This is an optimization exercise on Yosys and OpenROAD, whose aim is small area, not a production implementation. In this exercise RTL edits were held to simulation tests only and were not proved equivalent to the original.

==> job 4472 <==
==> flow/design.v (excerpt) <==
module processor(control_mem, enable, clk, reset_b, data_in, data_out, memory_assign, error, control_out);
==> module processor, before the edit <==
module processor(control_mem, enable, clk, reset_b, data_in, data_out, memory_assign, error, control_out);
input [2:0] control_mem;
input [2:0] control_out;
input clk;
input reset_b;
input [7:0] data_in;
input enable;
output [7:0] data_out;
output memory_assign;
output [2:0] error;
reg [7:0] data_out;
reg memory_assign;
reg [2:0] error;
localparam [5:0] NOP = 6'b011_000;  
reg [7:0] a, b, c, r0, r1;
reg [5:0] prog [0:7];
reg [5:0] ir;
reg [5:0] dec;
reg [2:0] count;
reg [2:0] count_assign;
reg count_mem;
wire [1:0] e_op = data_in[7:6];
wire [1:0] e_x  = data_in[5:4];
wire [1:0] e_y  = data_in[3:2];
wire e_m0 = data_in[1];
wire e_m1 = data_in[0];
wire e_xm = (e_x == 2'b11);
wire e_ym = (e_y == 2'b11);
wire [2:0] e_xc = e_xm ? {2'b10, e_m0} : {1'b0, e_x};
wire [2:0] e_yc = e_ym ? {2'b10, e_m1} : {1'b0, e_y};
wire [2:0] e_dc = (e_x == 2'b00) ? 3'b011 : {2'b11, e_x[1]};
reg [5:0] enc;
always @(*) begin
	case (e_op)
	2'b00: enc = (e_xm & ~e_ym) ? {e_yc, e_xc} : {e_xc, e_yc};
	2'b01: enc = (~e_xm & ~e_ym) ? {e_dc, e_yc} : {e_dc, 3'b111};
	2'b10: enc = (~e_xm & e_ym) ? {e_dc, e_yc} : {e_dc, 3'b111};
	default: enc = (e_xm & ~e_ym) ? {e_xc, e_yc} : {e_xc, 3'b111};
	endcase
end
wire [2:0] P = dec[5:3];
wire [2:0] Y = dec[2:0];
wire ill = Y[1] & (Y[0] | Y[2]);
wire ya = ~Y[2] & ~Y[1] & ~Y[0];
wire yb = ~Y[2] & ~Y[1] &  Y[0];
wire yc = ~Y[2] &  Y[1];
wire y0 =  Y[2] & ~Y[0];
wire y1 =  Y[2] &  Y[0];
wire [7:0] ybus = ({8{ya}} & a) | ({8{yb}} & b) | ({8{yc}} & c) | ({8{y0}} & r0) | ({8{y1}} & r1);
wire xa = ~P[2] & ~P[1] & ~P[0];
wire xb = ~P[2] & ~P[1] &  P[0];
wire xc = ~P[2] &  P[1] & ~P[0];
wire x0 =  P[2] & ~P[0];
wire x1 =  P[2] &  P[0];
wire [7:0] xbus = ({8{xa}} & a) | ({8{xb}} & b) | ({8{xc}} & c) | ({8{x0}} & r0) | ({8{x1}} & r1);
wire [8:0] cy;
wire [7:0] sum;
assign cy[0] = 1'b0;
genvar gi;
generate for (gi = 0; gi < 8; gi = gi + 1) begin : add
	assign sum[gi] = xbus[gi] ^ ybus[gi] ^ cy[gi];
	assign cy[gi+1] = (xbus[gi] & ybus[gi]) | (cy[gi] & (xbus[gi] ^ ybus[gi]));
end endgenerate
wire ex = enable & ~ill;
wire we_a  = ex & (~P[2] | (~P[1] & Y[2]));
wire we_b  = ex & (P == 3'b110);
wire we_c  = ex & (P == 3'b111);
wire we_r0 = ex & (P == 3'b100) & ~Y[2];
wire we_r1 = ex & (P == 3'b101) & ~Y[2];
wire ld_a  = (control_mem == 3'd0);
wire ld_b  = (control_mem == 3'd1);
wire ld_c  = (control_mem == 3'd2);
wire ld_m  = (control_mem == 3'd3);
wire ld_p  = (control_mem == 3'd4);
always @(posedge clk) begin
	if (!reset_b) begin
		count <= 3'b000;
		count_assign <= 3'b000;
		count_mem <= 1'b0;
		memory_assign <= 1'b0;
		error <= 3'b000;
		ir <= NOP;
		dec <= NOP;
	end else begin
		memory_assign <= ~control_mem[2] | (control_mem[1:0] == 2'b00);
		if (we_a) a <= sum;
		else if (ld_a) a <= data_in;
		if (we_b) b <= ybus;
		else if (ld_b) b <= data_in;
		if (we_c) c <= ybus;
		else if (ld_c) c <= data_in;
		if (we_r0) r0 <= ybus;
		else if (ld_m & ~count_mem) r0 <= data_in;
		if (we_r1) r1 <= ybus;
		else if (ld_m & count_mem) r1 <= data_in;
		if (ld_m) count_mem <= 1'b1;
		if (ld_p) begin
			prog[count_assign] <= enc;
			if (count_assign != 3'b111) count_assign <= count_assign + 3'b001;
		end
		case (control_out)
		3'd0: data_out <= a;
		3'd1: data_out <= b;
		3'd2: data_out <= c;
		default: data_out <= 8'h00;
		endcase
		if (enable) begin
			ir <= prog[count];
			if (count != count_assign) count <= count + 3'b001;
		end
		dec <= ir;
		if (enable & ill) error <= error + 3'b001;
	end
end
endmodule
Settings: LEC_CHECK=0, ABC_AREA=1, CAP_MARGIN=20, CORE_MARGIN=2, CORE_UTILIZATION=40, SLEW_MARGIN=20; clock period 5.0 ns.
run.sh (not shown) runs the stock make flow with config.mk's settings and CLKGATE_MAP_FILE= SYNTH_SCRIPT=/design/flow/synth_recipe.tcl, a recipe that flattens the netlist after the stock synthesis.
==> inputs of job 5425, as changes to job 4472 <==
==> flow/design.v (replaced) <==
module processor(control_mem, enable, clk, reset_b, data_in, data_out, memory_assign, error, control_out);
input [2:0] control_mem;
input [2:0] control_out;
input clk;
input reset_b;
input [7:0] data_in;
input enable;
output [7:0] data_out;
output memory_assign;
output [2:0] error;
reg [7:0] data_out;
reg memory_assign;
reg [2:0] error;
localparam [5:0] NOP = 6'b001_000;  
reg [7:0] a, b, c, r0, r1;
reg [5:0] prog [0:7];
reg [5:0] ir;
reg [5:0] dec;
reg [2:0] count;
reg [2:0] count_assign;
reg count_mem;
wire [1:0] e_op = data_in[7:6];
wire [1:0] e_x  = data_in[5:4];
wire [1:0] e_y  = data_in[3:2];
wire e_m0 = data_in[1];
wire e_m1 = data_in[0];
wire e_xm = e_x[1] & e_x[0];
wire e_ym = e_y[1] & e_y[0];
wire e_mov = e_op[1] | e_op[0];
wire e_legal = (e_xm == (e_op[1] & e_op[0])) & (e_ym == (e_op[1] & ~e_op[0]));
wire e_err = e_mov & ~e_legal;
wire e_fx = e_err | (e_xm ? e_m0 : e_mov);
wire e_fy = e_err | (e_ym ? e_m1 : (e_xm & e_mov));
wire [5:0] enc = {e_x & {2{~e_err}}, e_fx, e_y & {2{~e_err}}, e_fy};
wire [1:0] dx = dec[5:4];
wire fx = dec[3];
wire [1:0] dy = dec[2:1];
wire fy = dec[0];
wire xm = dx[1] & dx[0];
wire ym = dy[1] & dy[0];
wire ill = ~xm & ~ym & fy;
wire mov = ~ill & ((~xm & fx) | (xm & ~ym & fy));
wire add = ~ill & ~mov;
wire ya = ~dy[1] & ~dy[0];
wire yb = ~dy[1] &  dy[0];
wire yc =  dy[1] & ~dy[0];
wire y0 = ym & ~fy;
wire y1 = ym &  fy;
wire [7:0] ybus = ({8{ya}} & a) | ({8{yb}} & b) | ({8{yc}} & c) | ({8{y0}} & r0) | ({8{y1}} & r1);
wire xa = ~dx[1] & ~dx[0];
wire xb = ~dx[1] &  dx[0];
wire xc =  dx[1] & ~dx[0];
wire x0 = xm & ~fx;
wire x1 = xm &  fx;
wire [7:0] xbus = {8{add}} & (({8{xa}} & a) | ({8{xb}} & b) | ({8{xc}} & c) | ({8{x0}} & r0) | ({8{x1}} & r1));
wire [8:0] cy;
wire [7:0] sum;
assign cy[0] = 1'b0;
genvar gi;
generate for (gi = 0; gi < 8; gi = gi + 1) begin : add_bit
	assign sum[gi] = xbus[gi] ^ ybus[gi] ^ cy[gi];
	assign cy[gi+1] = (xbus[gi] & ybus[gi]) | (cy[gi] & (xbus[gi] ^ ybus[gi]));
end endgenerate
wire we_a  = enable & (add | (mov & xa));
wire we_b  = enable & mov & xb;
wire we_c  = enable & mov & xc;
wire we_r0 = enable & mov & x0;
wire we_r1 = enable & mov & x1;
wire [7:0] cnt_oh = 8'b1 << count;
reg [5:0] prog_rd;
integer pi;
always @(*) begin
	prog_rd = 6'b0;
	for (pi = 0; pi < 8; pi = pi + 1) prog_rd = prog_rd | ({6{cnt_oh[pi]}} & prog[pi]);
end
wire ld_a  = (control_mem == 3'd0);
wire ld_b  = (control_mem == 3'd1);
wire ld_c  = (control_mem == 3'd2);
wire ld_m  = (control_mem == 3'd3);
wire ld_p  = (control_mem == 3'd4);
function [7:0] nxt;
	input w, l;
	input [7:0] wv, q;
	nxt = ({8{w}} & wv) | ({8{~w & l}} & data_in) | ({8{~w & ~l}} & q);
endfunction
wire rw = reset_b;
always @(posedge clk) begin
	a  <= nxt(rw & we_a,  rw & ld_a, sum, a);
	b  <= nxt(rw & we_b,  rw & ld_b, ybus, b);
	c  <= nxt(rw & we_c,  rw & ld_c, ybus, c);
	r0 <= nxt(rw & we_r0, rw & ld_m & ~count_mem, ybus, r0);
	r1 <= nxt(rw & we_r1, rw & ld_m & count_mem, ybus, r1);
end
wire so_a = rw & (control_out == 3'd0);
wire so_b = rw & (control_out == 3'd1);
wire so_c = rw & (control_out == 3'd2);
always @(posedge clk)
	data_out <= ({8{so_a}} & a) | ({8{so_b}} & b) | ({8{so_c}} & c) | ({8{~rw}} & data_out);
always @(posedge clk) begin
	if (!reset_b) begin
		count <= 3'b000;
		count_assign <= 3'b000;
		count_mem <= 1'b0;
		memory_assign <= 1'b0;
		error <= 3'b000;
		ir <= NOP;
		dec <= NOP;
	end else begin
		memory_assign <= ~control_mem[2] | (control_mem[1:0] == 2'b00);
		if (ld_m) count_mem <= 1'b1;
		if (ld_p) begin
			prog[count_assign] <= enc;
			if (count_assign != 3'b100) count_assign <= {count_assign[1:0], count_assign[2] ^ (count_assign[1] | ~count_assign[0])};
		end
		if (enable) begin
			ir <= prog_rd;
			if (count != count_assign) count <= {count[1:0], count[2] ^ (count[1] | ~count[0])};
		end
		dec <= ir;
		if (enable & ill) error <= error + 3'b001;
	end
end
endmodule
==> flow/flow/run.sh (new file) <==
#!/bin/bash
# Layout flow: the standard ORFS flow with three changes.
#  1. Synthesis is synth_recipe.tcl, but ORFS's synth.tcl is sourced from a copy whose
#     ABC call uses flow/abc_area_nf.script (area-oriented &nf mapping) in place of ORFS's
#     script. Everything before ABC (including flip-flop mapping) is unchanged, so the
#     registers are the standard synthesis's.
#  2. Port buffers are sky130_fd_sc_hd__buf_1.
#  3. CTS uses clkbuf_4 and inserts no dummy loads.
set -euo pipefail
W=$PWD
sed 's|log_cmd abc {\*}$abc_args|lset abc_args 1 $::env(MY_ABC_SCRIPT)\n  log_cmd abc {*}$abc_args|' \
  "$FLOW_HOME/scripts/synth.tcl" > "$W/my_orfs_synth.tcl"
grep -q 'lset abc_args 1' "$W/my_orfs_synth.tcl"
sed "s|source \$::env(SCRIPTS_DIR)/synth.tcl|source $W/my_orfs_synth.tcl|" \
  "$W/synth_recipe.tcl" > "$W/my_synth.tcl"
grep -q "source $W/my_orfs_synth.tcl" "$W/my_synth.tcl"
export MY_ABC_SCRIPT="$W/flow/abc_area_nf.script"
bash "$W/standard.sh" finish \
  SYNTH_SCRIPT="$W/my_synth.tcl" \
  "BUFFER_PORTS_ARGS=-buffer_cell sky130_fd_sc_hd__buf_1" \
  "CTS_ARGS=-sink_clustering_enable -repair_clock_nets -sink_clustering_size 30 -sink_clustering_max_diameter 100 -buf_list sky130_fd_sc_hd__clkbuf_4 -dont_use_dummy_load" \
  > "$W/flow_make.log" 2>&1
==> flow/flow/abc_area_nf.script (new file) <==
&get -n
&st
&dch -f
&nf -a
&put
==> flow/standard.sh (new file) <==
#!/bin/bash
# synth_recipe.tcl (not shown) runs the flow's synth.tcl, then flattens the netlist and writes it again
# the make line also repeats each setting of config.mk as NAME=value (left out here)
make -C /OpenROAD-flow-scripts/flow DESIGN_CONFIG=/design/flow/config.mk WORK_HOME=/design/flow/orfs CLKGATE_MAP_FILE= SYNTH_SCRIPT=/design/flow/synth_recipe.tcl "${@:-finish}"
Settings changed: CAP_MARGIN 20 to 0, GPL_TIMING_DRIVEN set to 0, SLEW_MARGIN 20 to 0.
removed: flow/run.sh
==> inputs of job 6070, as changes to job 4472 <==
==> flow/flow/run.sh (new file) <==
#!/bin/bash
# Layout flow: the standard ORFS flow with three changes.
#  1. Synthesis is synth_recipe.tcl, but ORFS's synth.tcl is sourced from a copy whose
#     ABC call uses flow/abc_area_nf.script (area-oriented &nf mapping) in place of ORFS's
#     script. Everything before ABC (including flip-flop mapping) is unchanged, so the
#     registers are the standard synthesis's.
#  2. Port buffers are sky130_fd_sc_hd__buf_1.
#  3. CTS uses clkbuf_4 and inserts no dummy loads.
set -euo pipefail
W=$PWD
sed 's|log_cmd abc {\*}$abc_args|lset abc_args 1 $::env(MY_ABC_SCRIPT)\n  log_cmd abc {*}$abc_args|' \
  "$FLOW_HOME/scripts/synth.tcl" > "$W/my_orfs_synth.tcl"
grep -q 'lset abc_args 1' "$W/my_orfs_synth.tcl"
sed "s|source \$::env(SCRIPTS_DIR)/synth.tcl|source $W/my_orfs_synth.tcl|" \
  "$W/synth_recipe.tcl" > "$W/my_synth.tcl"
grep -q "source $W/my_orfs_synth.tcl" "$W/my_synth.tcl"
export MY_ABC_SCRIPT="$W/flow/abc_area_nf.script"
bash "$W/standard.sh" finish \
  SYNTH_SCRIPT="$W/my_synth.tcl" \
  "BUFFER_PORTS_ARGS=-buffer_cell sky130_fd_sc_hd__buf_1" \
  "CTS_ARGS=-sink_clustering_enable -repair_clock_nets -sink_clustering_size 30 -sink_clustering_max_diameter 100 -buf_list sky130_fd_sc_hd__clkbuf_4 -dont_use_dummy_load" \
  > "$W/flow_make.log" 2>&1
==> flow/flow/abc_area_nf.script (new file) <==
&get -n
&st
&dch -f
&nf -a
&put
==> flow/standard.sh (new file) <==
#!/bin/bash
# synth_recipe.tcl (not shown) runs the flow's synth.tcl, then flattens the netlist and writes it again
# the make line also repeats each setting of config.mk as NAME=value (left out here)
make -C /OpenROAD-flow-scripts/flow DESIGN_CONFIG=/design/flow/config.mk WORK_HOME=/design/flow/orfs CLKGATE_MAP_FILE= SYNTH_SCRIPT=/design/flow/synth_recipe.tcl "${@:-finish}"
Settings changed: CAP_MARGIN 20 to 0, SLEW_MARGIN 20 to 0.
removed: flow/run.sh
==> comparison <==
Synthesized area, highest first: job 4472, job 6070, job 5425. Hold slack: job 4472 < job 5425 < job 6070. The lowest synthesized cell count belongs to job 6070, the highest to job 4472. Of job 6070 and job 5425, job 6070 has the higher critical path depth (gap 3). The lowest maximum frequency belongs to job 6070, the highest to job 4472. Die area: job 5425 < job 6070 < job 4472. Of job 6070 and job 4472, job 6070 has the higher sequential share of layout area (gap 7.0 points). The highest utilization belongs to job 4472, the lowest to job 5425.

what the ideal ports hide:
Ports are ideal in the flow. The routed layouts listed here were re-timed in OpenROAD. Step 1, drivers: a clkbuf_16 drives clk and a buf_2 each remaining input, both assumed. Step 2, shift: input delay + t, output delay - t, t = (earliest + latest rising clock arrival at the registers) / 2. This alone moves slack from input paths to output paths. Three values: ideal ports, drivers, drivers and shift; two values: the first two.
run	t (ns)	setup WS [ns]	worst register clock-pin slew, ns	cell pins on the clock port's net
job 4472	0.461	0.593 / 0.593 / 0.593	0.06 / 0.06	1
job 5425	0.537	0.428 / 0.428 / 0.428	0.12 / 0.12	1
job 6070	0.549	0.300 / 0.300 / 0.300	0.11 / 0.11	1
After both steps setup and hold are still met in every run listed.
